Background: an optimization exercise with open tools, aiming at small area. Do not read the settings as production practice.
In this exercise RTL edits were held to simulation tests only and were not proved equivalent to the original.
Power figures rest on the tool's default switching activity, not on a simulated workload.

alpha:
==> flow/design.v <==
module clk_div_4 (
  input  wire       clk,
  input  wire       rst,
  output wire       clk_div_4,   
  output wire       word_clk,
  output wire [1:0] role,        
  output wire [7:0] m,           
  output wire [7:0] m1,          
  output wire       cap,         
  output wire       word_rise,   
  output wire       clr,         
  output wire       ext,         
  output wire       lo_wr,       
  output wire       wzero        
);
  reg [1:0] div_cnt;
  reg [9:0] cnt;
  wire [9:0] cnt1 = cnt + 10'd1;
  reg       init;                
  reg       init2;               
  reg       init3;               
  always @(posedge clk, posedge rst) begin
    if (rst) begin
      div_cnt <= 2'b00;
      cnt     <= 10'd128;
      init    <= 1'b1;
      init2   <= 1'b1;
      init3   <= 1'b1;
    end else begin
      div_cnt <= div_cnt + 2'b01;
      if (div_cnt == 2'b01)
        cnt <= cnt1;
      if (div_cnt == 2'b11) begin
        init  <= 1'b0;
        init2 <= init;
        init3 <= init2;
      end
    end
  end
  assign clk_div_4 = div_cnt[1];
  assign word_clk  = ~cnt[7];
  assign role      = div_cnt - cnt[9:8];
  assign m         = cnt[7:0];
  assign m1        = cnt1[7:0];
  assign cap       = (div_cnt == 2'b01);
  assign word_rise = cap && (cnt[7:0] == 8'hFF);
  wire   start  = (role == 2'd3) && (cnt[7:0] == 8'd0);
  wire   zinit  = init3 & ~init;
  assign clr    = init | start;
  assign ext    = start | (zinit && div_cnt == 2'b00);
  assign lo_wr  = start;
  assign wzero  = init && !div_cnt[1];
endmodule
module word_clk (
  input  wire        clk,
  input  wire        rst,
  input  wire        cap,
  input  wire [1:0]  role,
  input  wire [7:0]  m,           
  input  wire [7:0]  m1,          
  input  wire        wzero,
  output wire [15:0] nw           
);
  reg  [14:0] t;
  wire [14:0] tdec;
  wire [14:0] sa = t;
  wire [14:0] sb = {7'h7F, m1};
  wire [15:0] sc;
  assign sc[0] = 1'b1;
  genvar i;
  generate
    for (i = 0; i < 15; i = i + 1) begin : step
      assign tdec[i]  = sa[i] ^ sb[i] ^ sc[i];
      assign sc[i+1]  = (sa[i] & sb[i]) | (sa[i] & sc[i]) | (sb[i] & sc[i]);
    end
  endgenerate
  always @(posedge clk, posedge rst) begin
    if (rst)
      t <= 15'd8001;              
    else if (cap)
      t <= (m == 8'hFF) ? 15'd32385 : tdec;
  end
  wire [7:0] hb = m + 8'h81;
  wire [1:0] r  = wzero ? 2'd0 : role;
  reg  [15:0] base, op;
  reg         ci;
  always @(*) begin
    case (r)
      2'd1:    begin base = 16'd0;          op = {1'b0, t};  ci = 1'b0; end
      2'd2:    begin base = {~hb, 8'h80};   op = ~{t, 1'b0}; ci = 1'b1; end
      2'd3:    begin base = {hb, 8'h80};    op = {1'b0, t};  ci = 1'b0; end
      default: begin base = 16'd0;          op = 16'd0;      ci = 1'b0; end
    endcase
  end
  wire [15:0] wa = ~base;
  wire [15:0] wb = ~op;
  wire [16:0] wc;
  assign wc[0] = ~ci;
  generate
    for (i = 0; i < 16; i = i + 1) begin : sum
      assign nw[i]    = wa[i] ^ wb[i] ^ wc[i];
      assign wc[i+1]  = (wa[i] & wb[i]) | (wa[i] & wc[i]) | (wb[i] & wc[i]);
    end
  endgenerate
endmodule
module data_adc (
  input  wire       clk,
  input  wire       cap,
  input  wire [5:0] din,
  output reg  [5:0] nmdat
);
  always @(posedge clk) begin
    if (cap)
      nmdat <= ~din;
  end
endmodule
module filter_sinc3 (
  input  wire        clk,
  input  wire        rst,
  input  wire        nx,          
  input  wire [15:0] nw,          
  input  wire        clr,         
  input  wire        ext,         
  input  wire        lo_wr,       
  input  wire        word_rise,
  output reg  [15:0] DATA
);
  reg  [23:0] r0, r1, r2, r3;    
  reg  [7:0]  pn;                
  reg  [15:0] po;                
  wire [23:0] a = clr ? 24'd0 : r3;
  wire [23:0] b = {8'd0, ~({16{nx}} | nw)};
  wire [23:0] s;
  wire [24:0] c;
  assign c[0] = 1'b0;
  genvar i;
  generate
    for (i = 0; i < 24; i = i + 1) begin : add
      assign s[i]   = a[i] ^ b[i] ^ c[i];
      assign c[i+1] = (a[i] & b[i]) | (a[i] & c[i]) | (b[i] & c[i]);
    end
  endgenerate
  wire        co = c[24];
  always @(posedge clk) begin
    r0 <= {s[23:8] | {16{co}}, s[7:0]};
    r1 <= r0;
    r2 <= r1;
    r3 <= {r2[23:8], lo_wr ? r3[15:8] : r2[7:0]};
    if (ext) begin
      pn <= r3[23:16];
      po <= {pn, r3[7:0]};
    end
  end
  always @(posedge clk, posedge rst) begin
    if (rst)
      DATA <= 16'd0;
    else if (word_rise)
      DATA <= po;
  end
endmodule
module top #(
  parameter WIDTH = 16
  ) (
    input    clk,
    input    rst,
    input    data_in_i1,         
    input    data_in_u1,
    input    data_in_i2,
    input    data_in_u2,
    input    data_in_i3,
    input    data_in_u3,
    output   mclkin,             
    output   word_clk,           
    output   [WIDTH - 1 :0]  data_i1,
    output   [WIDTH - 1 :0]  data_u1,
    output   [WIDTH - 1 :0]  data_i2,
    output   [WIDTH - 1 :0]  data_u2,
    output   [WIDTH - 1 :0]  data_i3,
    output   [WIDTH - 1 :0]  data_u3
);
  wire [1:0]  role;
  wire [7:0]  m, m1;
  wire        cap, word_rise, clr, ext, lo_wr, wzero;
  wire [15:0] nw;
  wire [5:0]  nmdat;
  clk_div_4 ctrl (
    .clk(clk), .rst(rst),
    .clk_div_4(mclkin), .word_clk(word_clk),
    .role(role), .m(m), .m1(m1),
    .cap(cap), .word_rise(word_rise),
    .clr(clr), .ext(ext), .lo_wr(lo_wr), .wzero(wzero)
  );
  word_clk kernel (
    .clk(clk), .rst(rst), .cap(cap),
    .role(role), .m(m), .m1(m1), .wzero(wzero), .nw(nw)
  );
  data_adc SIGMA_DELTA_DATA (
    .clk(clk), .cap(cap),
    .din({data_in_u3, data_in_i3, data_in_u2, data_in_i2, data_in_u1, data_in_i1}),
    .nmdat(nmdat)
  );
  wire [15:0] dout [0:5];
  genvar g;
  generate
    for (g = 0; g < 6; g = g + 1) begin : ch
      filter_sinc3 f (
        .clk(clk), .rst(rst),
        .nx(nmdat[g]), .nw(nw),
        .clr(clr), .ext(ext), .lo_wr(lo_wr), .word_rise(word_rise),
        .DATA(dout[g])
      );
    end
  endgenerate
  assign data_i1 = dout[0];
  assign data_u1 = dout[1];
  assign data_i2 = dout[2];
  assign data_u2 = dout[3];
  assign data_i3 = dout[4];
  assign data_u3 = dout[5];
endmodule
Settings: LEC_CHECK=0, CAP_MARGIN=20, CORE_MARGIN=2, CORE_UTILIZATION=55, PLACE_DENSITY=0.7, SLEW_MARGIN=20; clock period 10.0 ns.
standard.sh (not shown) runs the stock make flow with config.mk's settings and CLKGATE_MAP_FILE= SYNTH_SCRIPT=/design/flow/synth_recipe.tcl, a recipe that flattens the netlist after the stock synthesis.
==> flow/flow/run.sh <==
#!/bin/bash
# Standard layout with three changes: port buffers use the smallest buffer,
# the clock tree uses clkbuf_8 with clusters of up to 20 sinks, and CTS adds
# no dummy loads.  Each tool's output goes to the ORFS logs under orfs/logs/;
# this script's own output goes to flow.log.
set -euo pipefail
export BUFFER_PORTS_ARGS="-buffer_cell sky130_fd_sc_hd__buf_1"
export CTS_ARGS="-sink_clustering_enable -repair_clock_nets -dont_use_dummy_load -buf_list sky130_fd_sc_hd__clkbuf_8 -sink_clustering_size 20 -sink_clustering_max_diameter 50"
bash standard.sh > flow.log 2>&1
alpha: no failed stages, no open violations at the end
Changes in beta relative to alpha:
- swapping 0.7 for 0.75 in PLACE_DENSITY
- swapping 55 for 60 in CORE_UTILIZATION
diff --git a/flow/flow/run.sh b/flow/flow/run.sh
--- a/flow/flow/run.sh
+++ b/flow/flow/run.sh
@@ -7,3 +7,3 @@
 export BUFFER_PORTS_ARGS="-buffer_cell sky130_fd_sc_hd__buf_1"
-export CTS_ARGS="-sink_clustering_enable -repair_clock_nets -dont_use_dummy_load -buf_list sky130_fd_sc_hd__clkbuf_8 -sink_clustering_size 20 -sink_clustering_max_diameter 50"
+export CTS_ARGS="-sink_clustering_enable -repair_clock_nets -dont_use_dummy_load -buf_list sky130_fd_sc_hd__clkbuf_8 -sink_clustering_size 20 -sink_clustering_max_diameter 100"
 bash standard.sh > flow.log 2>&1
--- outcome ---
No stage failed in beta, and the final checks on the layout all came back clean.
Against alpha, power in beta came out better.
Looking at uppermost signal routing layer after detailed routing, the met5 result is from alpha; the met4 one comes from beta.
beta vs alpha: layout buffer count excluding clock buffers down slightly
Diff alpha -> beta | design area | down slightly
Compared with alpha, in beta sequential fraction of design power picked up an extra 1.5 points, leakage power figure lost 0.63%, non-filler instance count after layout lost 3.2%.
Relative to beta, the following input files were edited for gamma:
diff --git a/flow/flow/run.sh b/flow/flow/run.sh
--- a/flow/flow/run.sh
+++ b/flow/flow/run.sh
@@ -7,3 +7,3 @@
 export BUFFER_PORTS_ARGS="-buffer_cell sky130_fd_sc_hd__buf_1"
-export CTS_ARGS="-sink_clustering_enable -repair_clock_nets -dont_use_dummy_load -buf_list sky130_fd_sc_hd__clkbuf_8 -sink_clustering_size 20 -sink_clustering_max_diameter 100"
+export CTS_ARGS="-sink_clustering_enable -repair_clock_nets -dont_use_dummy_load -buf_list sky130_fd_sc_hd__clkbuf_16 -sink_clustering_size 36 -sink_clustering_max_diameter 45"
 bash standard.sh > flow.log 2>&1
Results
- On signed area change from the synthesized netlist to the final layout: between gamma and beta, it ends up higher for gamma.
- gamma vs beta — first-pass GRT wire length climbed by a few percent
- Looking at reported clock group power, gamma sits 64% above beta.
- [compare] base=beta new=gamma: clock buffer instance count of the final layout up 40%; fraction of layout instances using a drive strength above 1 now sits higher; power climbed 17%.
- gamma vs. beta: wire length went up about 2%; count of plain and timing-repair buffers shrank by 0.76%; sequential group power neither gained nor lost much.
### gamma -> delta
diff --git a/flow/flow/run.sh b/flow/flow/run.sh
--- a/flow/flow/run.sh
+++ b/flow/flow/run.sh
@@ -7,3 +7,3 @@
 export BUFFER_PORTS_ARGS="-buffer_cell sky130_fd_sc_hd__buf_1"
-export CTS_ARGS="-sink_clustering_enable -repair_clock_nets -dont_use_dummy_load -buf_list sky130_fd_sc_hd__clkbuf_16 -sink_clustering_size 36 -sink_clustering_max_diameter 45"
+export CTS_ARGS="-sink_clustering_enable -repair_clock_nets -dont_use_dummy_load -buf_list sky130_fd_sc_hd__clkbuf_8 -sink_clustering_size 20 -sink_clustering_max_diameter 50"
 bash standard.sh > flow.log 2>&1
Results
According to the power report, total power for delta is lower than for gamma. From delta to gamma, maximum number of pins on one net before global-route repair did not move at all. Relative to gamma, filler-free cell count of the finished design decreased by 0.43% in delta. Of the two candidates, gamma has the worse final instance area and delta the better one. Going from gamma to delta, the smallest hold slack was found to have gone down by 0.031 ns. Clock group share of total power in delta is 9.5 points lower than in gamma. The run showing the greater global-route wire length before repair is gamma.
What epsilon does differently from delta at the input level:
diff --git a/flow/flow/run.sh b/flow/flow/run.sh
--- a/flow/flow/run.sh
+++ b/flow/flow/run.sh
@@ -7,3 +7,3 @@
 export BUFFER_PORTS_ARGS="-buffer_cell sky130_fd_sc_hd__buf_1"
-export CTS_ARGS="-sink_clustering_enable -repair_clock_nets -dont_use_dummy_load -buf_list sky130_fd_sc_hd__clkbuf_8 -sink_clustering_size 20 -sink_clustering_max_diameter 50"
+export CTS_ARGS="-sink_clustering_enable -repair_clock_nets -dont_use_dummy_load -buf_list sky130_fd_sc_hd__clkbuf_4 -sink_clustering_size 10 -sink_clustering_max_diameter 40"
 bash standard.sh > flow.log 2>&1
==> summary.txt <==
Relative to delta, number of clock buffer instances in the layout increased by about 90% in epsilon. Compared with delta, in epsilon sum of met2 wire segment lengths after detailed routing shrank by 0.56%; via count rose about 2%; design area held steady. Comparing delta and epsilon, setup slack of the critical path after layout is higher on delta. Power per unit of standard cell area: epsilon vs delta — no meaningful difference. Looking at share of total power in the clock network, epsilon sits 0.2 points above delta. When the final numbers for delta and epsilon were put side by side, the total track usage turned out to be greater in epsilon.

[port drivers added, routing unchanged]
In the flow no input, the clock included, has a driving cell. The finished layouts below were timed again as built, in two steps.
Step 1 (the two cells are an assumption about what drives the block):
set clk [get_ports {clk}]
set_driving_cell -lib_cell sky130_fd_sc_hd__clkbuf_16 $clk
set_driving_cell -lib_cell sky130_fd_sc_hd__buf_2 [delete_from_list [all_inputs] $clk]
Step 2 moves the port delays by t, midway between the first and last clock arrival at a register: inputs arrive t later, outputs are due t later. That takes back most of the time a late clock gives input paths.
Slacks: ideal ports / drivers / drivers and shift; pairs: ideal ports / drivers.
| run | t, ns | setup WS [ns] | worst hold slack (ns) | worst data-port slew with drivers (ns) |
|---|---|---|---|---|
| alpha | 0.713 | 0.414 / 0.414 / 0.414 | 0.285 / 0.285 / 0.285 | 0.03 |
| beta | 0.699 | 0.385 / 0.385 / 0.385 | 0.306 / 0.306 / 0.306 | 0.05 |
| gamma | 0.623 | 0.400 / 0.400 / 0.400 | 0.289 / 0.289 / 0.289 | 0.05 |
| delta | 0.690 | 0.351 / 0.351 / 0.351 | 0.258 / 0.258 / 0.258 | 0.05 |
| epsilon | 0.879 | 0.336 / 0.336 / 0.336 | 0.245 / 0.245 / 0.245 | 0.05 |
After both steps every run listed still meets setup and hold.
